This is an optimization exercise on Yosys and OpenROAD, whose aim is small area, a short achievable clock period and few clock cycles, not a production implementation.
The RTL was checked by simulation tests, not by an equivalence proof against the original design.
Power and IR drop assume default switching activity.

==> flow/design.v <==
module MM(clk,i,j,reset,read,write,index,read_data,write_data,finish);
	input clk, reset;
	input [19:0] read_data;
	output [19:0] i, j;
	output read, write, index, finish;
	output [39:0] write_data;
	localparam S_SZ = 3'd0, S_RA = 3'd1, S_RB = 3'd2, S_W = 3'd3,
	           S_X = 3'd4, S_DR = 3'd5, S_FIN = 3'd6;
	reg [2:0] st, st_n;
	reg [2:0] k, k_n;           
	reg pend, pend_n;           
	reg [1:0] dcnt, dcnt_n;
	reg lastw, lastw_n;
	reg [19:0] row, row_n, col, col_n;    
	reg [19:0] mcm1, mcm1_n;
	reg [2:0] mbm1, mbm1_n;
	reg [19:0] ir, ir_n, jr, jr_n;
	reg rd, rd_n, wr, wr_n, idx, idx_n, fin, fin_n;
	wire col0 = (col == 20'd0);
	wire row0 = (row == 20'd0);
	wire [19:0] rowm1 = row - 20'd1;
	wire [19:0] colm1 = col - 20'd1;
	wire [19:0] nrow = col0 ? rowm1 : row;
	wire [19:0] ncol = col0 ? mcm1 : colm1;
	wire elast = row0 & col0;
	wire nlast = col0 ? ((row == 20'd1) & (mcm1 == 20'd0)) : (row0 & (col == 20'd1));
	wire [19:0] rd_dec = read_data - 20'd1;
	always @(*) begin
		st_n = st; k_n = k; pend_n = pend; dcnt_n = dcnt; lastw_n = lastw;
		row_n = row; col_n = col; mcm1_n = mcm1; mbm1_n = mbm1;
		ir_n = ir; jr_n = jr;
		rd_n = 1'b0; wr_n = 1'b0; idx_n = 1'b0; fin_n = 1'b0;
		case (st)
		S_SZ: begin
			rd_n = 1'b1; wr_n = 1'b1;
			case (ir[1:0])
			2'd0: begin row_n = rd_dec; ir_n = 20'd1; end
			2'd1: begin mbm1_n = rd_dec[2:0]; ir_n = 20'd2; end
			default: begin
				mcm1_n = rd_dec; col_n = rd_dec;
				st_n = S_RA; k_n = 3'd0; pend_n = 1'b0; lastw_n = 1'b0;
				ir_n = row; jr_n = 20'd0; wr_n = 1'b0;
			end
			endcase
		end
		S_RA: begin
			if (k == 3'd1 && pend) begin
				st_n = S_W; ir_n = row; jr_n = col; wr_n = 1'b1;
			end else begin
				st_n = S_RB; ir_n = {17'd0, k}; jr_n = pend ? ncol : col;
				rd_n = 1'b1; idx_n = 1'b1;
			end
		end
		S_RB: begin
			if (k != mbm1) begin
				st_n = S_RA; k_n = k + 3'd1;
				ir_n = pend ? nrow : row; jr_n = {17'd0, k + 3'd1}; rd_n = 1'b1;
			end else if (pend) begin
				st_n = S_W; ir_n = row; jr_n = col; wr_n = 1'b1;
			end else if (elast) begin
				st_n = S_DR; dcnt_n = 2'd2;
			end else if (mbm1 == 3'd0) begin
				st_n = S_X; pend_n = 1'b1;
			end else begin
				st_n = S_RA; k_n = 3'd0; pend_n = 1'b1;
				ir_n = nrow; jr_n = 20'd0; rd_n = 1'b1;
			end
		end
		S_X: begin
			st_n = S_RA; k_n = 3'd0; ir_n = nrow; jr_n = 20'd0; rd_n = 1'b1;
		end
		S_W: begin
			if (lastw) begin
				st_n = S_FIN;
			end else begin
				row_n = nrow; col_n = ncol; pend_n = 1'b0;
				if (mbm1 != 3'd0) begin
					st_n = S_RB; ir_n = 20'd1; jr_n = ncol; rd_n = 1'b1; idx_n = 1'b1;
				end else if (nlast) begin
					st_n = S_DR; dcnt_n = 2'd1;
				end else begin
					st_n = S_X; pend_n = 1'b1;
				end
			end
		end
		S_DR: begin
			if (dcnt == 2'd0) begin
				st_n = S_W; lastw_n = 1'b1; ir_n = row; jr_n = col; wr_n = 1'b1; fin_n = 1'b1;
			end else dcnt_n = dcnt - 2'd1;
		end
		default: begin
			st_n = S_FIN;
		end
		endcase
	end
	always @(posedge clk) begin
		if (reset) begin
			st <= S_SZ; ir <= 20'd0; rd <= 1'b1; wr <= 1'b1; idx <= 1'b0; fin <= 1'b0;
		end else begin
			st <= st_n; ir <= ir_n; rd <= rd_n; wr <= wr_n; idx <= idx_n; fin <= fin_n;
		end
		k <= k_n; pend <= pend_n; dcnt <= dcnt_n; lastw <= lastw_n;
		row <= row_n; col <= col_n; mcm1 <= mcm1_n; mbm1 <= mbm1_n;
		jr <= jr_n;
	end
	assign i = ir;
	assign j = jr;
	assign read = rd;
	assign write = wr;
	assign index = idx;
	assign finish = fin;
	reg [19:0] areg, breg;
	always @(posedge clk) begin
		if (st == S_RA) areg <= read_data;
		if (st == S_RB) breg <= read_data;
	end
	wire [10:0] y = (st == S_RB) ? {areg[9:0], 1'b0} : areg[19:9];
	reg [4:0] e_one, e_two, e_neg;
	integer m;
	always @(posedge clk) begin
		for (m = 0; m < 5; m = m + 1) begin
			e_neg[m] <= y[2*m+2];
			e_one[m] <= y[2*m+1] ^ y[2*m];
			e_two[m] <= (y[2*m+2] & ~y[2*m+1] & ~y[2*m]) | (~y[2*m+2] & y[2*m+1] & y[2*m]);
		end
	end
	wire [20:0] bx = {breg[19], breg};
	wire [20:0] b2 = {breg, 1'b0};
	reg [29:0] r0, r1, r2, r3, r4, r5;
	reg [20:0] pp;
	integer q;
	always @(*) begin
		r0 = 30'd0; r1 = 30'd0; r2 = 30'd0; r3 = 30'd0; r4 = 30'd0; r5 = 30'd0;
		for (q = 0; q < 5; q = q + 1) begin
			pp = ((bx & {21{e_one[q]}}) | (b2 & {21{e_two[q]}})) ^ {21{e_neg[q]}};
			case (q)
			0: r0 = {9'd0, ~pp[20], pp[19:0]};
			1: r1 = {7'd0, ~pp[20], pp[19:0], 1'b0, e_neg[0]};
			2: r2 = {5'd0, ~pp[20], pp[19:0], 1'b0, e_neg[1], 2'd0};
			3: r3 = {3'd0, ~pp[20], pp[19:0], 1'b0, e_neg[2], 4'd0};
			default: r4 = {1'd0, ~pp[20], pp[19:0], 1'b0, e_neg[3], 6'd0};
			endcase
		end
		r5 = {21'd0, e_neg[4], 8'd0};
	end
	wire [29:0] a1s = r0 ^ r1 ^ r2;
	wire [29:0] a1c = {((r0 & r1) | (r0 & r2) | (r1 & r2)), 1'b0};
	wire [29:0] b1s = r3 ^ r4 ^ r5;
	wire [29:0] b1c = {((r3 & r4) | (r3 & r5) | (r4 & r5)), 1'b0};
	wire [29:0] a2s = a1s ^ a1c ^ b1s;
	wire [29:0] a2c = {((a1s & a1c) | (a1s & b1s) | (a1c & b1s)), 1'b0};
	wire [29:0] a3s = a2s ^ a2c ^ b1c;
	wire [29:0] a3c = {((a2s & a2c) | (a2s & b1c) | (a2c & b1c)), 1'b0};
	reg [29:0] ps, pc;
	reg v_lo1, f_lo1, v_hi1, v_lo2, f_lo2, v_hi2;
	always @(posedge clk) begin
		ps <= a3s; pc <= a3c;
		v_lo1 <= (st == S_RB); f_lo1 <= (st == S_RB) && (k == 3'd0);
		v_hi1 <= v_lo1; v_lo2 <= v_lo1; f_lo2 <= f_lo1; v_hi2 <= v_hi1;
	end
	reg [39:0] init;
	always @(*) begin
		case (mbm1)
		3'd0: init = 40'd0 - 40'd1 * 40'd341 * 40'd1025 * 40'd1048576;
		3'd1: init = 40'd0 - 40'd2 * 40'd341 * 40'd1025 * 40'd1048576;
		3'd2: init = 40'd0 - 40'd3 * 40'd341 * 40'd1025 * 40'd1048576;
		3'd3: init = 40'd0 - 40'd4 * 40'd341 * 40'd1025 * 40'd1048576;
		3'd4: init = 40'd0 - 40'd5 * 40'd341 * 40'd1025 * 40'd1048576;
		3'd5: init = 40'd0 - 40'd6 * 40'd341 * 40'd1025 * 40'd1048576;
		3'd6: init = 40'd0 - 40'd7 * 40'd341 * 40'd1025 * 40'd1048576;
		default: init = 40'd0 - 40'd8 * 40'd341 * 40'd1025 * 40'd1048576;
		endcase
	end
	reg [39:0] acc;
	wire [39:0] accm = f_lo2 ? init : acc;
	wire [39:0] sm = ({40{v_lo2}} & {10'd0, ps}) | ({40{v_hi2}} & {ps, 10'd0});
	wire [39:0] cm = ({40{v_lo2}} & {10'd0, pc}) | ({40{v_hi2}} & {pc, 10'd0});
	wire [39:0] t3 = accm ^ sm ^ cm;
	wire [39:0] w3 = {((accm & sm) | (accm & cm) | (sm & cm)), 1'b0};
	always @(posedge clk) acc <= t3 + w3;
	assign write_data = acc;
endmodule
make LEC_CHECK=0 ABC_CLOCK_PERIOD_IN_PS=3000 CAP_MARGIN=20 CORE_MARGIN=2 CORE_UTILIZATION=40 SETUP_SLACK_MARGIN=5 SLEW_MARGIN=20 finish   # period 9.0 ns
run.sh (not shown) runs the stock make flow with config.mk's settings and CLKGATE_MAP_FILE= SYNTH_SCRIPT=/design/flow/synth_recipe.tcl, a recipe that flattens the netlist after the stock synthesis.
The first run completed with no timing, DRC or antenna violations.
Testbench counts at the start, summed over its fixed seeds: cycles 19,549.
Next try:
==> flow/flow/run.sh (new file) <==
#!/bin/bash
# Standard ORFS layout, with repair_timing aiming further below the clock period.
set -euo pipefail
bash standard.sh SETUP_SLACK_MARGIN=5.6 finish > standard_flow.log 2>&1
==> flow/standard.sh (new file) <==
#!/bin/bash
# synth_recipe.tcl (not shown) runs the flow's synth.tcl, then flattens the netlist and writes it again
# the make line also repeats each setting of config.mk as NAME=value (left out here)
make -C /OpenROAD-flow-scripts/flow DESIGN_CONFIG=/design/flow/config.mk WORK_HOME=/design/flow/orfs CLKGATE_MAP_FILE= SYNTH_SCRIPT=/design/flow/synth_recipe.tcl "${@:-finish}"
ABC_CLOCK_PERIOD_IN_PS = unset   (was 3000)
removed: flow/run.sh
After rerunning: The new run went through all stages and came out clean. Power increases by 1.8%. Hold slack barely changes. Non-clock buffer count is higher by 24. Worst setup slack gains 220 ps. Sequential power stays flat.

-- re-timing with driven ports --
No port has a modelled driver above. Below, the same layouts with a new extraction and two added sets of constraints.
Step 1 (the two cells are an assumption about what drives the block):
set clk [get_ports {clk}]
set_driving_cell -lib_cell sky130_fd_sc_hd__clkbuf_16 $clk
set_driving_cell -lib_cell sky130_fd_sc_hd__buf_2 [delete_from_list [all_inputs] $clk]
Step 2, shift: input delay + t, output delay - t, t = (earliest + latest rising clock arrival at the registers) / 2. This alone moves slack from input paths to output paths.
a / b / c = no drivers / after step 1 / after step 2; a / b = the first two.
run	shift t [ns]	setup slack, ns	hold WS [ns]	worst setup path at the end	worst register clock-pin slew, ns
the first run	0.635	5.120 / 5.120 / 4.629	0.324 / 0.324 / 0.324	input to register	0.07 / 0.07
the second run	0.651	5.343 / 5.343 / 5.122	0.326 / 0.326 / 0.326	input to register	0.06 / 0.06
After both steps setup and hold are still met in every run listed. For the first run, which loses most, drivers alone change the setup slack by 0.000 ns; drivers and shift together by -0.491 ns.
